Background: an optimization exercise with open tools, aiming at small area, a short achievable clock period and few clock cycles per item. Do not read the settings as production practice. In this exercise RTL edits were held to simulation tests only and were not proved equivalent to the original. Power is estimated from default activity; no workload was simulated.

==> flow/design.v, too long to show whole: its modules and the start of the top module <==
// module fir_sop: 3001 lines
// module FA: 4 lines
// module DEC: 5 lines
// module SEL3: 3 lines
// module SEL2: 3 lines
// module PG: 4 lines
// module BLK: 4 lines
// module GRY: 3 lines
// module fir_top: 60 lines
module fir_top (
    input         clk,
    input         rst,
    input         coef_we,
    input  [2:0]  coef_addr,
    input  [15:0] coef_data,
    input         x_valid,
    output        x_ready,
    input  [15:0] x_in,
    output        y_valid,
    output [31:0] y
);
  // ...
==> flow/flow/run.sh <==
#!/bin/bash
# Standard layout (the standard.sh, unchanged synthesis), with these
# changes to how it is made:
#  - ports are buffered with buf_2 instead of the default port buffer cell;
#  - global routing leaves more of met1 free (flow/fastroute.tcl).
# Each tool's output is in orfs/logs/; make's own output is in
# standard_flow.log.
set -euo pipefail
MARGIN=25.4
bash standard.sh \
  "BUFFER_PORTS_ARGS=-buffer_cell sky130_fd_sc_hd__buf_2" \
  "SETUP_SLACK_MARGIN=$MARGIN" \
  "SKIP_GATE_CLONING=1" \
  "FASTROUTE_TCL=$PWD/flow/fastroute.tcl" \
  finish > standard_flow.log 2>&1
==> flow/flow/fastroute.tcl <==
# Global routing setup: as the platform's fastroute.tcl, but met1 keeps
# more of its capacity free (the cell pins crowd it), so global routes
# move up to met2/met3 and the detailed router has fewer met1 conflicts.
set_global_routing_layer_adjustment met1 0.5
set_global_routing_layer_adjustment met2-met5 0.2

set_routing_layers -clock met3-met5
set_routing_layers -signal met1-met5
==> flow/standard.sh <==
#!/bin/bash
# synth_recipe.tcl (not shown) runs the flow's synth.tcl, then flattens the netlist and writes it again
# the make line also repeats each setting of config.mk as NAME=value (left out here)
make -C /OpenROAD-flow-scripts/flow DESIGN_CONFIG=/design/flow/config.mk WORK_HOME=/design/flow/orfs CLKGATE_MAP_FILE= SYNTH_SCRIPT=/design/flow/synth_recipe.tcl "${@:-finish}"
==> flow/config.mk <==
export PLATFORM = sky130hd
export DESIGN_NAME = fir_top
export DESIGN_NICKNAME = fir_top
export VERILOG_FILES = /design/flow/design.v
export SDC_FILE = /design/flow/constraint.sdc
export NUM_CORES = 4
export LEC_CHECK = 0
export CAP_MARGIN = 20
export CORE_MARGIN = 2
export CORE_UTILIZATION = 40
export SLEW_MARGIN = 20
export SYNTH_HIERARCHICAL = 1
export SYNTH_MINIMUM_KEEP_SIZE = 0
==> flow/constraint.sdc <==
create_clock -name core_clock -period 33.0 [get_ports {clk}]
set_input_delay 6.6000 -clock core_clock [delete_from_list [all_inputs] [get_ports {clk}]]
set_output_delay 6.6000 -clock core_clock [all_outputs]
set_load 0.01 [all_outputs]
==> impl_metrics.ini, run 1 <==
[global_route]
antenna_found_initial = 5
grt_usage_pct = 45.9
grt.overflow.total = 0
grt_first_pass_wirelength_mm = 231

[final_layout]
layout.cells.non_filler = 3569
clock_area_share_pct = 3.58
syn_to_final_growth_pct = 12.3
num-multi-input-gates = 1953
ff_latch_area_sq_um = 7680

[place]
io_buffers = 71

[synth]
syn_area_sq_um = 32200
yosysMostFrequentCell = fa_1

[power]
pwr-share-comb_pct = 74.1

[worst_setup_path]
start_kind = register
cp-endpoint = y[31]
critPathRequiredTime_ns = 26.40
crit_path_cell_trace = buf_6
cp-startpoint = y_r[31]$_DFF_P_

[floorplanning]
coreArea_sq_um = 79300

[clock_tree]
cts_setup_buffers = 0

[routing]
dr_wl_met3_mm = 33.2
via_per_inst = 7.72
route.detailed.drc = 0

[run_status]
outcome = no timing/DRC/antenna violations

[worst_hold_path]
hp-class = reg -> reg

[timing]
fin_setup_tns_ns = 0
hold_ws_ns = 0.563
Testbench counts, summed over its fixed seeds: cycles 8,256, items 8,192.
==> inputs of run 2 (changes only) <==
--- a/flow/flow/run.sh
+++ b/flow/flow/run.sh
@@ -3,5 +3,6 @@
 # changes to how it is made:
 #  - ports are buffered with buf_2 instead of the default port buffer cell;
-#  - global routing leaves more of met1 free (flow/fastroute.tcl).
+#  - global routing leaves more of met1 free (flow/fastroute.tcl);
+#  - clock tree synthesis as ORFS runs it, but without dummy loads.
 # Each tool's output is in orfs/logs/; make's own output is in
 # standard_flow.log.
@@ -13,3 +14,4 @@
   "SKIP_GATE_CLONING=1" \
   "FASTROUTE_TCL=$PWD/flow/fastroute.tcl" \
+  "CTS_ARGS=-sink_clustering_enable -repair_clock_nets -dont_use_dummy_load" \
   finish > standard_flow.log 2>&1
==> run 2 against run 1 <==
Effect of this change:
- still clean on timing, DRC and antenna
- critical path depth unchanged
- non-clock buffer count decreased by 1
- clock power fell by 17%
- first-iteration DRC count decreased by 1.6%
- setup slack better by 0.025 ns
- critical endpoint unchanged
- largest power group unchanged
- highest routed layer unchanged
==> impl_metrics.ini, run 2 <==
[synth]
synthTopCellsByCount = fa_1, a222oi_1, edfxtp_1
async_flop_share_pct = 0
avgSynthCellArea_sq_um = 14.1
yosysTopAreaCellShare_pct = 42.1
yosysMostFrequentCell = fa_1
synth_cells = 2280
synth_edf_count = 165
ys.flop_type = edfxtp_1
synth-seq-cells = 300
synth_seq_area_share_pct = 23.8
yosys_warnings = 7
syn_area_sq_um = 32200
synth_top_area_cell = fa_1
synthDistinctLibCells = 56
yosys-top-cells-area = fa_1, a222oi_1, edfxtp_1

[power]
total_power_mw = 3.96
cellPowerDensity_nw_per_um2 = 111
ir_drop_mv = 0.205
leakage_nw = 9.35

[worst_setup_path]
cp-startpoint = y_r[31]$_DFF_P_
end_kind = primary output
cp_max_fo = 1
r2r_cells = 17
cp_top_family = flip-flops
reg2reg_to = y_r[23]$_DFF_P_
critPathBufInv = 1
reg2reg_from = x1[6]$_SDFFE_PP0P_
start_kind = register
crit_type = reg -> out
slowest_delay_ns = 0.35
rrSetupSlack_ns = 25.60
cp_slowest_cell = dfxtp_2
cp-endpoint = y[31]
cp.arrival_ns = 1.03
crit_path_cell_trace = buf_6
critPathRequiredTime_ns = 26.40
crit_cells = 1

[final_layout]
n_fill_cell = 7085
drive_above_1_share_pct = 15.6
finish.instance_area_sq_um = 35800
syn_to_final_growth_pct = 11.2
fin_util_pct = 45.1
nNetsFinal = 3241
final_cell_mix = fa_1, a222oi_1, edfxtp_1, dfxtp_1, buf_4
largest_reg_flops = 32
ff_latch_area_sq_um = 7680
final_common_cell = fa_1
top_register = y_r
multi_input_area_sq_um = 24500

[routing]
firstDrtPassIters = 14
routed_wl_mm = 167
drtAntennaViolNets = 0
drt_iter0_drc = 5858
route.detailed.drc = 0
vias = 27400
via_per_inst = 7.74
wl_per_cell_microns = 47.1

[timing]
fmax_ghz = 0.131
maxSlewHeadroom_pct = 19.9
worst_slew_pin_slew_ns = 1.19
hold_viol = 0
setup_viol = 0
slew_viol_final = 0
period_needed_ns = 7.63
fin_crit_sh_pct = 23.1
fin_setup_tns_ns = 0
rsz0062_at_grt = true
clock_skew_ns = 0.0387

[clock_tree]
cts_sinks = 300
cts_setup_buffers = 0
clk_pin_slew_worst_paths_ns = 0.06
cts_root_buf = clkbuf_16
h-tree-depth = 2
numCtsBuffers = 38
clockBufferDepth = 3
cts_tree = yes
clock_latency_ns = 0.59

[run_status]
outcome = no timing/DRC/antenna violations

[floorplanning]
die_w_microns = 288
rows = 103
die_y_microns = 288
io_pins = 73
die-area_sq_um = 82700
coreArea_sq_um = 79300
initial_utilization_pct = 40.6

[global_route]
top_usage_layer = met1
grt_usage_pct = 45.8
grt_max_degree = 61
grt_use_met1_pct = 61.6
grt_first_pass_wirelength_mm = 230
grt_pass1_vias = 29600
antenna_found_initial = 4
grt_util_met2_pct = 59.1
use_met3_pct = 35.9
grt.overflow.total = 0

[place]
placed_cell_area_sq_um = 34700
place.gp.congestion = 1.04
dpl.hpwl_mm = 130
io_buffers = 71

[worst_hold_path]
hp-class = reg -> reg

[run]
drv_cap = 0
==> run 2: Yosys stat by module (local to each module, per instance) <==
module,area (sq um),cells inside,flops+latches,copies in the design
BLK,13.8,2,0,32
DEC,22.5,3,0,40
GRY,7.51,1,0,25
SEL2,12.5,1,0,40
fir_sop,604,123,0,1
SEL3,10.0,1,0,600
fir_top,9690,607,300,1
PG,12.5,1,0,26
FA,20.0,1,0,675
==> run 2: layout make-up <==
cell class / count / area share [%]
Inverter: 16 / 0.168
Multi-Input combinational cell: 1953 / 68.5
Sequential cell: 300 / 21.5
Antenna cell: 3 / 0.0210
Tap cell: 1050 / 3.67
Timing Repair Buffer: 175 / 3.46
Clock buffer: 38 / 2.66
==> run 2: worst min path at each step <==
stage | slack, ns | start | endpoint | cells after the start
floorplan | 0.49 | x4[15]$_SDFFE_PP0P_ | x4[15]$_SDFFE_PP0P_ | 2
global placement | 0.53 | x0[15]$_DFF_P_ | x1[15]$_SDFFE_PP0P_ | 2
detailed placement | 0.54 | x0[15]$_DFF_P_ | x1[15]$_SDFFE_PP0P_ | 2
CTS | 0.56 | x4[2]$_SDFFE_PP0P_ | x4[2]$_SDFFE_PP0P_ | 2
global route | 0.58 | x4[5]$_SDFFE_PP0P_ | x4[5]$_SDFFE_PP0P_ | 2
finish | 0.56 | x4[15]$_SDFFE_PP0P_ | x4[15]$_SDFFE_PP0P_ | 2
==> run 2: kinds of logic (layout without fill, tap and decap cells) <==
family | count (synthesis) | after routing | share of synthesized area, %
buffers and inverters | 45 | 229 | 0.580
other | 2 | 23 | 0.0233
multiplexers | 67 | 67 | 2.10
AO/OA/AOI/OAI | 747 | 747 | 22.7
adder cells (fa/ha/maj) | 718 | 718 | 43.7
flip-flops | 300 | 300 | 23.8
XOR/XNOR | 30 | 30 | 0.817
AND/OR/NAND/NOR | 371 | 371 | 6.31
==> run 2: routing by layer <==
metal  share of wire (%)  up-vias
met4                 5.5       24
met3                  20      504
met2                  42     2667
li1                    -    10100
met5                0.51        -
met1                  32    14100
==> run 2: report_power, final <==
group | internal [mW] | switching (mW)
logic | 1.39 | 1.60
registers | 0.502 | 0.0951
clock network | 0.201 | 0.167
total | 2.09 | 1.87
==> run 2: timing repair <==
item,CTS,global route
pin swaps,0,1
resized for setup,13,22
setup endpoints to repair,42,40
hold buffers,0,0
==> run 2: through the flow <==
stage | hold slack, ns | worst slack [ns] | instances
after global placement | 0.526 | 25.30 | 3494
after detailed placement | 0.544 | 25.33 | 3494
final | 0.558 | 25.37 | 3535
after floorplan | 0.491 | 26.07 | 2298
after global routing | 0.579 | 25.35 | 3532
after CTS | 0.561 | 25.33 | 3532
==> inputs of run 3 (changes only) <==
--- a/flow/config.mk
+++ b/flow/config.mk
@@ -6,8 +6,8 @@
 export NUM_CORES = 4
 export LEC_CHECK = 0
-export CAP_MARGIN = 20
+export CAP_MARGIN = 10
 export CORE_MARGIN = 2
 export CORE_UTILIZATION = 40
-export SLEW_MARGIN = 20
+export SLEW_MARGIN = 10
 export SYNTH_HIERARCHICAL = 1
 export SYNTH_MINIMUM_KEEP_SIZE = 0
==> run 3 against run 2 <==
Effect of this change:
- first-iteration DRC count is 0.34% lower
- register-to-register slack worse by 0.04 ns
- global-route usage is 0.079 points lower
- clock skew is 0.0054 ns higher
- cell area hardly changed
- power is 0.28% higher
- critical endpoint is now y[0]
- highest routed layer unchanged
==> impl_metrics.ini, run 3 <==
[clock_tree]
holdBufCountCts = 0
numCtsBuffers = 39
clockBufferDepth = 3
cts_setup_buffers = 0
cts_tree = yes
clk_pin_slew_worst_paths_ns = 0.06
cts_sinks = 300
clock_latency_ns = 0.58
h-tree-depth = 2
cts_root_buf = clkbuf_16

[global_route]
grt_pass1_vias = 29500
grt_first_pass_wirelength_mm = 230
grt_usage_pct = 45.8
grt.overflow.total = 0
antenna_found_initial = 5
grt_max_degree = 61

[final_layout]
fin_util_pct = 45.1
drive_above_1_share_pct = 15.6
n_fill_cell = 7099
syn_to_final_growth_pct = 11.2
final_common_cell = fa_1
top_register = y_r
largest_reg_flops = 32
final_cell_mix = fa_1, a222oi_1, edfxtp_1, dfxtp_1, buf_4
multi_input_area_sq_um = 24500
nNetsFinal = 3242
ff_latch_area_sq_um = 7680

[timing]
maxSlewHeadroom_pct = 13.6
rsz0062_at_grt = true
slew_viol_final = 0
clock_skew_ns = 0.0441
fin_setup_tns_ns = 0
hold_ws_ns = 0.558
period_needed_ns = 7.63
fin_crit_sh_pct = 23.1
fmax_ghz = 0.131
worst_slew_pin_slew_ns = 1.29
hold_viol = 0
setup_viol = 0

[worst_setup_path]
start_kind = register
slowest_delay_ns = 0.32
cp.arrival_ns = 1.03
end_kind = primary output
cp_max_fo = 1
rrSetupSlack_ns = 25.56
crit_path_cell_trace = buf_6
cp_top_family = flip-flops
crit_type = reg -> out
critPathBufInv = 1
critPathRequiredTime_ns = 26.40
cp_slowest_cell = dfxtp_2

[synth]
synth_seq_area_share_pct = 23.8
syn_area_sq_um = 32200
async_flop_share_pct = 0
yosys-top-cells-area = fa_1, a222oi_1, edfxtp_1
avgSynthCellArea_sq_um = 14.1
yosys_warnings = 7
synth_edf_count = 165
synth_cells = 2280
yosysMostFrequentCell = fa_1
synth-seq-cells = 300
synthDistinctLibCells = 56
ys.flop_type = edfxtp_1
synthTopCellsByCount = fa_1, a222oi_1, edfxtp_1
synth_top_area_cell = fa_1
yosysTopAreaCellShare_pct = 42.1

[power]
cellPowerDensity_nw_per_um2 = 111
ir_drop_mv = 0.322
leakage_nw = 9.36
total_power_mw = 3.97

[place]
dpl.hpwl_mm = 130
io_buffers = 71
place.gp.congestion = 1.04

[routing]
vias = 27500
route.detailed.drc = 0
firstDrtPassIters = 17
via_per_inst = 7.78
routed_wl_mm = 167
drtAntennaViolNets = 0
wl_per_cell_microns = 47.1
drt_iter0_drc = 5838

[run_status]
outcome = no timing/DRC/antenna violations

[worst_hold_path]
hp-class = reg -> reg

[floorplanning]
io_pins = 73
rows = 103
initial_utilization_pct = 40.6
die_y_microns = 288
die_w_microns = 288
die-area_sq_um = 82700
coreArea_sq_um = 79300

[run]
drv_cap = 0
==> run 3: area by class of cell <==
class	count	share of cell area, %
flip-flops and latches	300	21.5
multi-input cells	1953	68.5
well taps	1050	3.67
inverters	16	0.168
repair buffers	175	3.44
diodes	2	0.0140
clock buffers	39	2.73
==> run 3: kinds of logic (layout without fill, tap and decap cells) <==
kind of cell / after synthesis / in the layout / synth area share (%)
AO/OA/AOI/OAI: 747 / 747 / 22.7
adder cells (fa/ha/maj): 718 / 718 / 43.7
AND/OR/NAND/NOR: 371 / 371 / 6.31
flip-flops: 300 / 300 / 23.8
multiplexers: 67 / 67 / 2.10
buffers and inverters: 45 / 230 / 0.580
XOR/XNOR: 30 / 30 / 0.817
other: 2 / 22 / 0.0233
==> run 3: where the power goes <==
part,switching [mW],total [mW],internal (mW)
Combinational,1.61,3.00,1.39
Sequential,0.0952,0.597,0.502
Clock,0.166,0.373,0.206
==> run 3: final timing paths <==
kind | start | endpoint | depth (start not counted)
hold reg to reg | x4[15]$_SDFFE_PP0P_ | x4[15]$_SDFFE_PP0P_ | 2
hold / removal | x4[15]$_SDFFE_PP0P_ | x4[15]$_SDFFE_PP0P_ | 2
setup / recovery | y_r[0]$_DFF_P_ | y[0] | 1
setup reg to reg | x1[6]$_SDFFE_PP0P_ | y_r[31]$_DFF_P_ | 17
==> run 3: stage by stage <==
| step | area (sq um) | instances | setup WS [ns] |
|---|---|---|---|
| 2_1_floorplan | 32200 | 2298 | 26.07 |
| 3_3_place_gp | 34700 | 3494 | 25.30 |
| 3_5_place_dp | 34700 | 3494 | 25.32 |
| 4_1_cts | 35700 | 3533 | 25.35 |
| 5_1_grt | 35800 | 3534 | 25.36 |
| 6_report | 35800 | 3535 | 25.37 |
==> run 3: routing by layer <==
layer	vias to the layer above	GRT usage [%]	routed length [microns]
met1	14100	62.1	53300
met2	2722	59.8	71700
met5	-	10.2	990
met3	496	34.9	32500
met4	28	15.9	8020
li1	10100	-	-
==> run 3: Yosys stat by module, one instance, submodules excluded <==
module   cells  flops+latches  area, sq um  times used
BLK          2              0         13.8          32
DEC          3              0         22.5          40
FA           1              0         20.0         675
GRY          1              0         7.51          25
PG           1              0         12.5          26
SEL2         1              0         12.5          40
SEL3         1              0         10.0         600
fir_sop    123              0          604           1
fir_top    607            300         9690           1
==> run 3: repair_timing <==
| item | in CTS | in global routing |
|---|---|---|
| gates cloned | 0 | 0 |
| resized for setup | 14 | 21 |
| endpoints found under the hold margin | 0 | 0 |
| setup endpoints to repair | 40 | 42 |
| pin swaps | 0 | 1 |

separate check: timing with driven ports:
In the flow no input, the clock included, has a driving cell. The finished layouts below were timed again as built, in two steps.
Step 1 sets driving cells, clkbuf_16 on the clock port and buf_2 on the other inputs (assumed; they add their load-dependent delay and slew).
Step 2 also shifts input and output timing later by t, the mid clock arrival at the registers, as if the neighbouring blocks saw the same clock.
Three values: ideal ports, drivers, drivers and shift; two values: the first two.
| run | t, ns | slack for setup (ns) | hold WS [ns] | pins driven straight from the clock port |
|---|---|---|---|---|
| run 1 | 0.657 | 25.340 / 25.275 / 25.572 | 0.563 / 0.563 / 0.563 | 1 |
| run 2 | 0.637 | 25.366 / 25.301 / 25.601 | 0.558 / 0.558 / 0.558 | 1 |
| run 3 | 0.640 | 25.370 / 25.296 / 25.562 | 0.558 / 0.558 / 0.558 | 1 |
After both steps every run listed still meets setup and hold.
